Context: an optimization exercise on an open-source flow, tuned for small area. The choices shown serve that exercise and are no tape-out recipe. Only simulation tests tie the RTL to the original design; equivalence was not proved. Power is estimated from default activity; no workload was simulated.

--- flow/run.sh ---
#!/bin/bash
# synth_recipe.tcl (not shown) runs the flow's synth.tcl, then flattens the netlist and writes it again
# the make line also repeats each setting of config.mk as NAME=value (left out here)
make -C /OpenROAD-flow-scripts/flow DESIGN_CONFIG=/design/flow/config.mk WORK_HOME=/design/flow/orfs CLKGATE_MAP_FILE= SYNTH_SCRIPT=/design/flow/synth_recipe.tcl finish
--- flow/config.mk ---
export PLATFORM = sky130hd
export DESIGN_NAME = top
export DESIGN_NICKNAME = top
export VERILOG_FILES = /design/flow/design.v
export SDC_FILE = /design/flow/constraint.sdc
export NUM_CORES = 4
export LEC_CHECK = 0
export ABC_AREA = 1
export CAP_MARGIN = 20
export CORE_MARGIN = 2
export CORE_UTILIZATION = 40
export SLEW_MARGIN = 20
--- flow/design.v ---
module no_fitter(
	input raw, rst_n, clk,
	output en
);
reg [5:0] cnt;
always @(posedge clk or negedge rst_n)
	if (~rst_n)
		cnt <= 6'd0;
	else if (raw)
		cnt <= 6'd0;
	else if (!(cnt[5] & cnt[4] & cnt[1] & cnt[0]))    
		cnt <= cnt + 6'd1;
assign en = cnt[5] & cnt[4] & cnt[1] & ~cnt[0];      
endmodule
module seg(
	input clk,
	input rst_n,
	input [7:0] speed,
	output reg [2:0] sel,
	output reg [6:0] segment
	);
	reg [2:0] cnt;
	always @(posedge clk or negedge rst_n)
		if (~rst_n) begin
			cnt <= 3'd0;
			sel <= 3'd0;
		end else if (cnt == 3'd5)
			cnt <= 3'd0;
		else begin
			if (cnt == 3'd4)
				sel <= sel + 3'd1;
			cnt <= cnt + 3'd1;
		end
	reg [3:0] d;
	always @(*) begin
		case (sel)
			3'd0: d = speed % 10;
			3'd1: d = (speed / 10) % 10;
			3'd2: d = speed / 100;
			default: d = 4'd0;
		endcase
		case (d)
			4'd0: segment = 7'b100_0000;
			4'd1: segment = 7'b111_1001;
			4'd2: segment = 7'b010_0100;
			4'd3: segment = 7'b011_0000;
			4'd4: segment = 7'b001_1001;
			4'd5: segment = 7'b001_0010;
			4'd6: segment = 7'b000_0010;
			4'd7: segment = 7'b111_1000;
			4'd8: segment = 7'b000_0000;
			default: segment = 7'b001_0000;
		endcase
	end
endmodule
module metronome(
	input [7:0] speed,
	input clk,
	input rst_n,
	input [15:0] SW,
	output reg bell,
	output [15:0] LED
	);
	reg [3:0] j;
	reg sign;
	wire swnz = |SW;
	wire jt = j[3] & j[1];                  
	wire tick = swnz & jt & ~sign;
	always @(posedge clk or negedge rst_n)
		if (~rst_n) begin
			j <= 4'd0;
			sign <= 1'b0;
		end else if (swnz) begin
			if (jt) begin
				j <= 4'd0;
				sign <= ~sign;
			end else
				j <= j + 4'd1;
		end
	reg [13:0] blank;
	always @(*)
		case (speed)
			8'd0: blank = 14'd9375;
			8'd1: blank = 14'd9375;
			8'd2: blank = 14'd4687;
			8'd3: blank = 14'd3125;
			8'd4: blank = 14'd2343;
			8'd5: blank = 14'd1875;
			8'd6: blank = 14'd1562;
			8'd7: blank = 14'd1339;
			8'd8: blank = 14'd1171;
			8'd9: blank = 14'd1041;
			8'd10: blank = 14'd937;
			8'd11: blank = 14'd852;
			8'd12: blank = 14'd781;
			8'd13: blank = 14'd721;
			8'd14: blank = 14'd669;
			8'd15: blank = 14'd625;
			8'd16: blank = 14'd585;
			8'd17: blank = 14'd551;
			8'd18: blank = 14'd520;
			8'd19: blank = 14'd493;
			8'd20: blank = 14'd468;
			8'd21: blank = 14'd446;
			8'd22: blank = 14'd426;
			8'd23: blank = 14'd407;
			8'd24: blank = 14'd390;
			8'd25: blank = 14'd375;
			8'd26: blank = 14'd360;
			8'd27: blank = 14'd347;
			8'd28: blank = 14'd334;
			8'd29: blank = 14'd323;
			8'd30: blank = 14'd312;
			8'd31: blank = 14'd302;
			8'd32: blank = 14'd292;
			8'd33: blank = 14'd284;
			8'd34: blank = 14'd275;
			8'd35: blank = 14'd267;
			8'd36: blank = 14'd260;
			8'd37: blank = 14'd253;
			8'd38: blank = 14'd246;
			8'd39: blank = 14'd240;
			8'd40: blank = 14'd234;
			8'd41: blank = 14'd228;
			8'd42: blank = 14'd223;
			8'd43: blank = 14'd218;
			8'd44: blank = 14'd213;
			8'd45: blank = 14'd208;
			8'd46: blank = 14'd203;
			8'd47: blank = 14'd199;
			8'd48: blank = 14'd195;
			8'd49: blank = 14'd191;
			8'd50: blank = 14'd187;
			8'd51: blank = 14'd183;
			8'd52: blank = 14'd180;
			8'd53: blank = 14'd176;
			8'd54: blank = 14'd173;
			8'd55: blank = 14'd170;
			8'd56: blank = 14'd167;
			8'd57: blank = 14'd164;
			8'd58: blank = 14'd161;
			8'd59: blank = 14'd158;
			8'd60: blank = 14'd156;
			8'd61: blank = 14'd153;
			8'd62: blank = 14'd151;
			8'd63: blank = 14'd148;
			8'd64: blank = 14'd146;
			8'd65: blank = 14'd144;
			8'd66: blank = 14'd142;
			8'd67: blank = 14'd139;
			8'd68: blank = 14'd137;
			8'd69: blank = 14'd135;
			8'd70: blank = 14'd133;
			8'd71: blank = 14'd132;
			8'd72: blank = 14'd130;
			8'd73: blank = 14'd128;
			8'd74: blank = 14'd126;
			8'd75: blank = 14'd125;
			8'd76: blank = 14'd123;
			8'd77: blank = 14'd121;
			8'd78: blank = 14'd120;
			8'd79: blank = 14'd118;
			8'd80: blank = 14'd117;
			8'd81: blank = 14'd115;
			8'd82: blank = 14'd114;
			8'd83: blank = 14'd112;
			8'd84: blank = 14'd111;
			8'd85: blank = 14'd110;
			8'd86: blank = 14'd109;
			8'd87: blank = 14'd107;
			8'd88: blank = 14'd106;
			8'd89: blank = 14'd105;
			8'd90: blank = 14'd104;
			8'd91: blank = 14'd103;
			8'd92: blank = 14'd101;
			8'd93: blank = 14'd100;
			8'd94: blank = 14'd99;
			8'd95: blank = 14'd98;
			8'd96: blank = 14'd97;
			8'd97: blank = 14'd96;
			8'd98: blank = 14'd95;
			8'd99: blank = 14'd94;
			8'd100: blank = 14'd93;
			8'd101: blank = 14'd92;
			8'd102: blank = 14'd91;
			8'd103: blank = 14'd91;
			8'd104: blank = 14'd90;
			8'd105: blank = 14'd89;
			8'd106: blank = 14'd88;
			8'd107: blank = 14'd87;
			8'd108: blank = 14'd86;
			8'd109: blank = 14'd86;
			8'd110: blank = 14'd85;
			8'd111: blank = 14'd84;
			8'd112: blank = 14'd83;
			8'd113: blank = 14'd82;
			8'd114: blank = 14'd82;
			8'd115: blank = 14'd81;
			8'd116: blank = 14'd80;
			8'd117: blank = 14'd80;
			8'd118: blank = 14'd79;
			8'd119: blank = 14'd78;
			8'd120: blank = 14'd78;
			8'd121: blank = 14'd77;
			8'd122: blank = 14'd76;
			8'd123: blank = 14'd76;
			8'd124: blank = 14'd75;
			8'd125: blank = 14'd75;
			8'd126: blank = 14'd74;
			8'd127: blank = 14'd73;
			8'd128: blank = 14'd73;
			8'd129: blank = 14'd72;
			8'd130: blank = 14'd72;
			8'd131: blank = 14'd71;
			8'd132: blank = 14'd71;
			8'd133: blank = 14'd70;
			8'd134: blank = 14'd69;
			8'd135: blank = 14'd69;
			8'd136: blank = 14'd68;
			8'd137: blank = 14'd68;
			8'd138: blank = 14'd67;
			8'd139: blank = 14'd67;
			8'd140: blank = 14'd66;
			8'd141: blank = 14'd66;
			8'd142: blank = 14'd66;
			8'd143: blank = 14'd65;
			8'd144: blank = 14'd65;
			8'd145: blank = 14'd64;
			8'd146: blank = 14'd64;
			8'd147: blank = 14'd63;
			8'd148: blank = 14'd63;
			8'd149: blank = 14'd62;
			8'd150: blank = 14'd62;
			8'd151: blank = 14'd62;
			8'd152: blank = 14'd61;
			8'd153: blank = 14'd61;
			8'd154: blank = 14'd60;
			8'd155: blank = 14'd60;
			8'd156: blank = 14'd60;
			8'd157: blank = 14'd59;
			8'd158: blank = 14'd59;
			8'd159: blank = 14'd58;
			8'd160: blank = 14'd58;
			8'd161: blank = 14'd58;
			8'd162: blank = 14'd57;
			8'd163: blank = 14'd57;
			8'd164: blank = 14'd57;
			8'd165: blank = 14'd56;
			8'd166: blank = 14'd56;
			8'd167: blank = 14'd56;
			8'd168: blank = 14'd55;
			8'd169: blank = 14'd55;
			8'd170: blank = 14'd55;
			8'd171: blank = 14'd54;
			8'd172: blank = 14'd54;
			8'd173: blank = 14'd54;
			8'd174: blank = 14'd53;
			8'd175: blank = 14'd53;
			8'd176: blank = 14'd53;
			8'd177: blank = 14'd52;
			8'd178: blank = 14'd52;
			8'd179: blank = 14'd52;
			8'd180: blank = 14'd52;
			8'd181: blank = 14'd51;
			8'd182: blank = 14'd51;
			8'd183: blank = 14'd51;
			8'd184: blank = 14'd50;
			8'd185: blank = 14'd50;
			8'd186: blank = 14'd50;
			8'd187: blank = 14'd50;
			8'd188: blank = 14'd49;
			8'd189: blank = 14'd49;
			8'd190: blank = 14'd49;
			8'd191: blank = 14'd49;
			8'd192: blank = 14'd48;
			8'd193: blank = 14'd48;
			8'd194: blank = 14'd48;
			8'd195: blank = 14'd48;
			8'd196: blank = 14'd47;
			8'd197: blank = 14'd47;
			8'd198: blank = 14'd47;
			8'd199: blank = 14'd47;
			8'd200: blank = 14'd46;
			8'd201: blank = 14'd46;
			8'd202: blank = 14'd46;
			8'd203: blank = 14'd46;
			8'd204: blank = 14'd45;
			8'd205: blank = 14'd45;
			8'd206: blank = 14'd45;
			8'd207: blank = 14'd45;
			8'd208: blank = 14'd45;
			8'd209: blank = 14'd44;
			8'd210: blank = 14'd44;
			8'd211: blank = 14'd44;
			8'd212: blank = 14'd44;
			8'd213: blank = 14'd44;
			8'd214: blank = 14'd43;
			8'd215: blank = 14'd43;
			8'd216: blank = 14'd43;
			8'd217: blank = 14'd43;
			8'd218: blank = 14'd43;
			8'd219: blank = 14'd42;
			8'd220: blank = 14'd42;
			8'd221: blank = 14'd42;
			8'd222: blank = 14'd42;
			8'd223: blank = 14'd42;
			8'd224: blank = 14'd41;
			8'd225: blank = 14'd41;
			8'd226: blank = 14'd41;
			8'd227: blank = 14'd41;
			8'd228: blank = 14'd41;
			8'd229: blank = 14'd40;
			8'd230: blank = 14'd40;
			8'd231: blank = 14'd40;
			8'd232: blank = 14'd40;
			8'd233: blank = 14'd40;
			8'd234: blank = 14'd40;
			8'd235: blank = 14'd39;
			8'd236: blank = 14'd39;
			8'd237: blank = 14'd39;
			8'd238: blank = 14'd39;
			8'd239: blank = 14'd39;
			8'd240: blank = 14'd39;
			8'd241: blank = 14'd38;
			8'd242: blank = 14'd38;
			8'd243: blank = 14'd38;
			8'd244: blank = 14'd38;
			8'd245: blank = 14'd38;
			8'd246: blank = 14'd38;
			8'd247: blank = 14'd37;
			8'd248: blank = 14'd37;
			8'd249: blank = 14'd37;
			8'd250: blank = 14'd37;
			8'd251: blank = 14'd37;
			8'd252: blank = 14'd37;
			8'd253: blank = 14'd37;
			8'd254: blank = 14'd36;
			8'd255: blank = 14'd36;
		endcase
	reg [13:0] i;
	reg [3:0] k;
	reg started;
	wire step = i >= blank;
	wire near = i + 14'd36 >= blank;       
	always @(posedge clk or negedge rst_n)
		if (~rst_n) begin
			i <= 14'd0;
			k <= 4'd0;
			started <= 1'b0;
			bell <= 1'b0;
		end else if (tick) begin
			if (step) begin
				i <= 14'd0;
				k <= k + 4'd1;
				started <= 1'b1;
			end else begin
				i <= i + 14'd1;
				if (SW[k] & near)
					bell <= ~bell;
			end
		end
	genvar m;
	generate for (m = 0; m < 16; m = m + 1) begin : g_led
		assign LED[m] = started & (k == ((m + 1) % 16));
	end endgenerate
endmodule
module band(
	input clk, left, right, up, down, rst_n,
	output reg [7:0] speed
	);
	always @(posedge clk or negedge rst_n)
		if (~rst_n)
			speed <= 8'd60;
		else if (left)
			speed <= speed - 8'd1;
		else if (right)
			speed <= speed + 8'd1;
		else if (down)
			speed <= speed - 8'd10;
		else if (up)
			speed <= speed + 8'd10;
endmodule
module top(
	input clk,
	input rst_n,
	input left,
	input right,
	input up,
	input down,
	input [15:0] SW,
	output bell,
	output [2:0] sel,
	output [6:0] segment,
	output [15:0] LED
	);
	wire [7:0] speed;
	wire dec, inc, add, min;
	metronome metronome1(speed, clk, rst_n, SW, bell, LED);
	seg seg1(clk, rst_n, speed, sel, segment);
	band band1(clk, dec, inc, add, min, rst_n, speed);
	no_fitter left_fit(left, rst_n, clk, dec);
	no_fitter right_fit(right, rst_n, clk, inc);
	no_fitter up_fit(up, rst_n, clk, add);
	no_fitter down_fit(down, rst_n, clk, min);
endmodule
--- flow/constraint.sdc ---
create_clock -name core_clock -period 70.0 [get_ports {clk}]
set_input_delay 14.0000 -clock core_clock [delete_from_list [all_inputs] [get_ports {clk}]]
set_output_delay 14.0000 -clock core_clock [all_outputs]
set_load 0.01 [all_outputs]
==> parameters.txt <==
Parameter                              Value

STA
  Fin Clk Skew ... 0.00895 ns
  Final sum of negative setup slack ... 0 ns
  Maximum frequency from static timing analysis ... between 40 and 50 MHz
  Clock period minus final worst setup slack ... 22.01 ns
  Worst max-slew margin expressed relative to the limit ... 0.333
  Worst slew pin tran ... 0.997 ns
  Final hold viol count ... 0
  Fraction of the cycle the final worst path needs ... 0.314
  Setup repair after global routing missed its margin ... no
  Final count of pins violating max slew ... 0
  Number of failing setup endpoints in the final timing report ... 0

Layout
  Share of layout cells above drive strength 1 ... 0.0666
  Final Non-Filler Cells ... between 1500 and 2000
  Net count reported at finish ... 1459
  Syn-to-layout area delta ... 11.8%
  Utilization of the core after routing ... 0.454
  Antenna diodes ... 0
  Count of fill cells added during filler insertion ... 2203

Route
  1st-pass router iterations ... 7
  Routed wire length ... roughly 25 mm
  Post-DRT Antenna Nets ... 0
  Routed vias ... 8999
  DRC violation total after the first TritonRoute iteration ... 843
  Per-cell via count in the routed design ... 5.53
  DRC violations left ... 0
  Wirelength per Cell ... 15.4 um

Logic synthesis
  Fraction of synthesized cell area taken by the top area cell type ... 0.173
  Synthesis Warnings ... 4
  Number of library cell types mapped by synthesis ... 67
  Post-synthesis net count ... 1432
  Share of synthesized registers carrying an async set or reset ... 1.00
  Netlist area before placement ... between 8000 and 9000 sq um
  Cells taking the most area after synthesis ... sky130_fd_sc_hd__dfrtp_1 17%, sky130_fd_sc_hd__ha_1 13%, sky130_fd_sc_hd__nand2_1 11%
  Syn_area_per_cell ... around 6.5 sq um
  Post-synthesis register bit count ... 63
  Register area share after synthesis ... 0.186
  Ys flop type ... sky130_fd_sc_hd__dfrtp_1
  Most area-hungry cell type in the Yosys netlist ... sky130_fd_sc_hd__dfrtp_1
  Count of mapped cells out of synthesis ... 1319
  Number of synthesized flops with an enable pin ... 0

Worst setup path
  Peak per-stage delay on the critical path ... 0.97 ns
  Worst endpoint required time ... around 56 ns
  Crit path buf inv count ... 7
  Critical path capture point ... segment[3]
  Critical path start-end classification ... reg -> out
  FF-to-FF setup slack ... 64.54 ns
  Cell family with most CP delay ... simple AND/OR/NAND/NOR gates
  Instance count on the critical path ... 44
  Cell type of the slowest stage on the worst timing path ... sky130_fd_sc_hd__dfstp_2
  Launch point of the critical path ... band1.speed[2]
  R2R Path Start ... band1.speed[1]
  Cell repeated most along the worst path ... sky130_fd_sc_hd__nand2_1
  Data arrival time of the worst path ... 8.01 ns
  Kind of start point of the critical path ... register
  Count of cells along the worst register-to-register path ... 18
  Maximum fanout along the worst path ... 35
  CP endpoint kind ... primary output
  Critical register-to-register path endpoint ... metronome1.started

Power
  Clock power share ... 0.316
  Reg power frac ... 0.305
  Fraction of power consumed by combinational cells ... 0.379
  Proportion of total power due to net switching ... 0.386
  Total power per unit cell area ... 16.5 nW/um^2
  NetSw ... approximately 61 uW
  Maximum vdd ir drop ... 12.9 uV
  Tot Pwr ... 157 uW
  Leakage power ... 4.58 nW
  Internal power ... 96.6 uW

Die
  Initial Utilization ... 0.407
  Placeable core area ... 21000 sq um
  Horizontal die dimension ... 150 um
  Number of primary I/O pins ... just under 50
  Die area ... 22500 sq um
  Site Rows ... 53
  Height of the die ... 150 um

GRT
  Largest net degree at the start of global routing ... 64
  Routing usage on met2 ... 0.338
  Vias in the first global route ... 8362
  Most Used Layer, Global Route ... met2
  GR Util met1 ... 0.325
  Grt met3 use ... 0.0396
  First-pass GRT wire length ... around 42 mm
  Antenna violations before repair ... 0
  Overall routing resource usage ... 0.226
  Total grt overflow ... 0

Clock tree
  Depth of the CTS H-tree ... 3
  Number of buffers created by CTS ... 9
  Clock transition at the register clock pins on the worst setup and hold paths after CTS ... 0.06 ns
  CTS tree ... yes
  Maximum clock insertion buffer count ... 2
  Clock sink count ... 63
  Cts repair resizes ... 0
  Hold buffers post-CTS ... 0
  Buffer cell driving the clock tree root ... sky130_fd_sc_hd__clkbuf_16
  Post-CTS setup repair buffer count ... 0
  Clock insertion delay at the later pin of the skew report ... 0.34 ns

Placement
  Dpl hpwl ... approximately 19 mm
  # port buffers ... 48
  Placed insts ... 1610
  Routability-driven placement congestion ratio ... about 1

Run
  Max Cap Violations ... 0

Status
  Outcome ... complete, no violations

Worst hold path
  Type of the worst min-delay path ... reg -> reg
worst min-delay path by stage:
| stage | start | endpoint | slack (ns) | cells after the start |
|---|---|---|---|---|
| after detailed placement | metronome1.sign | metronome1.sign | 0.47 | 2 |
| after CTS | metronome1.sign | metronome1.sign | 0.49 | 2 |
| after floorplan | metronome1.sign | metronome1.sign | 0.45 | 2 |
| final | metronome1.sign | metronome1.sign | 0.48 | 2 |
| after global routing | down_fit.cnt[5] | down_fit.cnt[5] | 0.53 | 2 |
| after global placement | metronome1.bell | metronome1.bell | 0.46 | 1 |
flip-flops by register name, summed over array words and instances, names as in the netlist:
signal,count
right_fit.cnt,6
metronome1.bell,1
metronome1.k,4
down_fit.cnt,6
metronome1.started,1
metronome1.i,14
seg1.cnt,3
metronome1.sign,1
left_fit.cnt,6
metronome1.j,4
band1.speed,8
seg1.sel,3
up_fit.cnt,6
layer usage:
metal  up-vias  wire length (um)
li1       4520                 -
met4         0               763
met2       372             10500
met5         -                 0
met3        71              1880
met1      4036             11900
cell usage in the layout, fill, tap and decap left out, types with 5 or more instances in the layout:
master	instances
sky130_fd_sc_hd__nor2_4	6
sky130_fd_sc_hd__nand2_1	258
sky130_fd_sc_hd__a31oi_1	7
sky130_fd_sc_hd__a221oi_1	7
sky130_fd_sc_hd__ha_1	90
sky130_fd_sc_hd__clkdlybuf4s50_1	47
sky130_fd_sc_hd__nand4_1	28
sky130_fd_sc_hd__nor3_1	28
sky130_fd_sc_hd__o211ai_1	14
sky130_fd_sc_hd__nand2_2	15
sky130_fd_sc_hd__xnor2_1	10
sky130_fd_sc_hd__o22ai_1	6
sky130_fd_sc_hd__nor3b_1	5
sky130_fd_sc_hd__xor2_1	36
sky130_fd_sc_hd__nand3_1	103
sky130_fd_sc_hd__a21oi_1	80
sky130_fd_sc_hd__nor2_1	174
sky130_fd_sc_hd__o21ai_0	87
sky130_fd_sc_hd__o311ai_0	7
sky130_fd_sc_hd__dfrtp_1	59
sky130_fd_sc_hd__clkbuf_16	9
sky130_fd_sc_hd__inv_2	16
sky130_fd_sc_hd__inv_1	143
sky130_fd_sc_hd__a211oi_1	5
sky130_fd_sc_hd__and3_1	5
sky130_fd_sc_hd__o21ai_1	8
sky130_fd_sc_hd__o221ai_1	5
sky130_fd_sc_hd__nand3_2	6
sky130_fd_sc_hd__buf_4	5
sky130_fd_sc_hd__nor4_1	7
cells in the mapped netlist (10+ instances only):
master,count
sky130_fd_sc_hd__a21oi_1,80
sky130_fd_sc_hd__clkbuf_1,19
sky130_fd_sc_hd__dfrtp_1,59
sky130_fd_sc_hd__ha_1,90
sky130_fd_sc_hd__inv_1,143
sky130_fd_sc_hd__inv_2,16
sky130_fd_sc_hd__nand2_1,258
sky130_fd_sc_hd__nand2_2,15
sky130_fd_sc_hd__nand3_1,103
sky130_fd_sc_hd__nand4_1,28
sky130_fd_sc_hd__nor2_1,174
sky130_fd_sc_hd__nor3_1,28
sky130_fd_sc_hd__o211ai_1,14
sky130_fd_sc_hd__o21ai_0,87
sky130_fd_sc_hd__xnor2_1,10
sky130_fd_sc_hd__xor2_1,36
kinds of logic after synthesis:
family / Yosys count / share of synthesized area
and+or+nand+nor: 657 / 0.352
adders and majority gates: 91 / 0.135
buffers and inverters: 200 / 0.0941
DFF: 63 / 0.186
xor gates and xnor gates: 46 / 0.0473
AOI/OAI and AO/OA: 262 / 0.186
tightest hold or removal path, stage by stage, from the launching register on:
cell and delay (ns):
sky130_fd_sc_hd__dfrtp_1 0.34, sky130_fd_sc_hd__nand2_1 0.05, sky130_fd_sc_hd__nand2_1 0.06
per-stage QoR:
| stage | worst slack [ns] | area (sq um) | hold slack, ns |
|---|---|---|---|
| after CTS | 48.05 | 9520 | 0.487 |
| after global routing | 47.07 | 9520 | 0.527 |
| after global placement | 48.63 | 9190 | 0.463 |
| after detailed placement | 48.41 | 9190 | 0.471 |
| final | 47.99 | 9520 | 0.482 |
| after floorplan | 49.78 | 8520 | 0.451 |
power groups by stage:
stage	Combinational (mW)	Sequential, mW	Clock [mW]
6_report	0.0596	0.0480	0.0497
5_1_grt	0.0685	0.0489	0.0528
4_1_cts	0.0597	0.0480	0.0509
3_5_place_dp	0.0593	0.0484	0
3_3_place_gp	0.0591	0.0485	0
2_1_floorplan	0.0434	0.0462	0
layout make-up:
cell class / instances / area [sq um] / share of cell area
Timing Repair Buffer: 53 / 513 / 0.0539
Inverter: 163 / 618 / 0.0649
Sequential cell: 63 / 1580 / 0.166
Multi-Input combinational cell: 1056 / 6140 / 0.644
Clock buffer: 9 / 225 / 0.0236
Clock inverter: 7 / 104 / 0.0109
Tap cell: 275 / 344 / 0.0361

port drivers added, routing unchanged:
The flow's constraints put no driver on any port. The routed layout listed below was extracted and timed again, unchanged, in two steps. Step 1: set_driving_cell puts a clkbuf_16 on clk and a buf_2 on each other input, an assumption about the parent block. Step 2 times the ports against the registers' clock, not the clock port: input delays grow and output delays shrink by t, the midpoint of the rising clock arrivals with the driver on. Three values: no drivers, after step 1, after step 2; two values: the first two.
shift t [ns]: 0.386
setup WS [ns]: 47.986 / 47.939 / 48.324
worst register clock-pin slew, ns: 0.06 / 0.06
worst slew at a driven data input, ns: 0.04
After both steps setup and hold are still met in this run. The setup slack of this run moves by -0.047 ns with the drivers and by +0.338 ns with both steps.
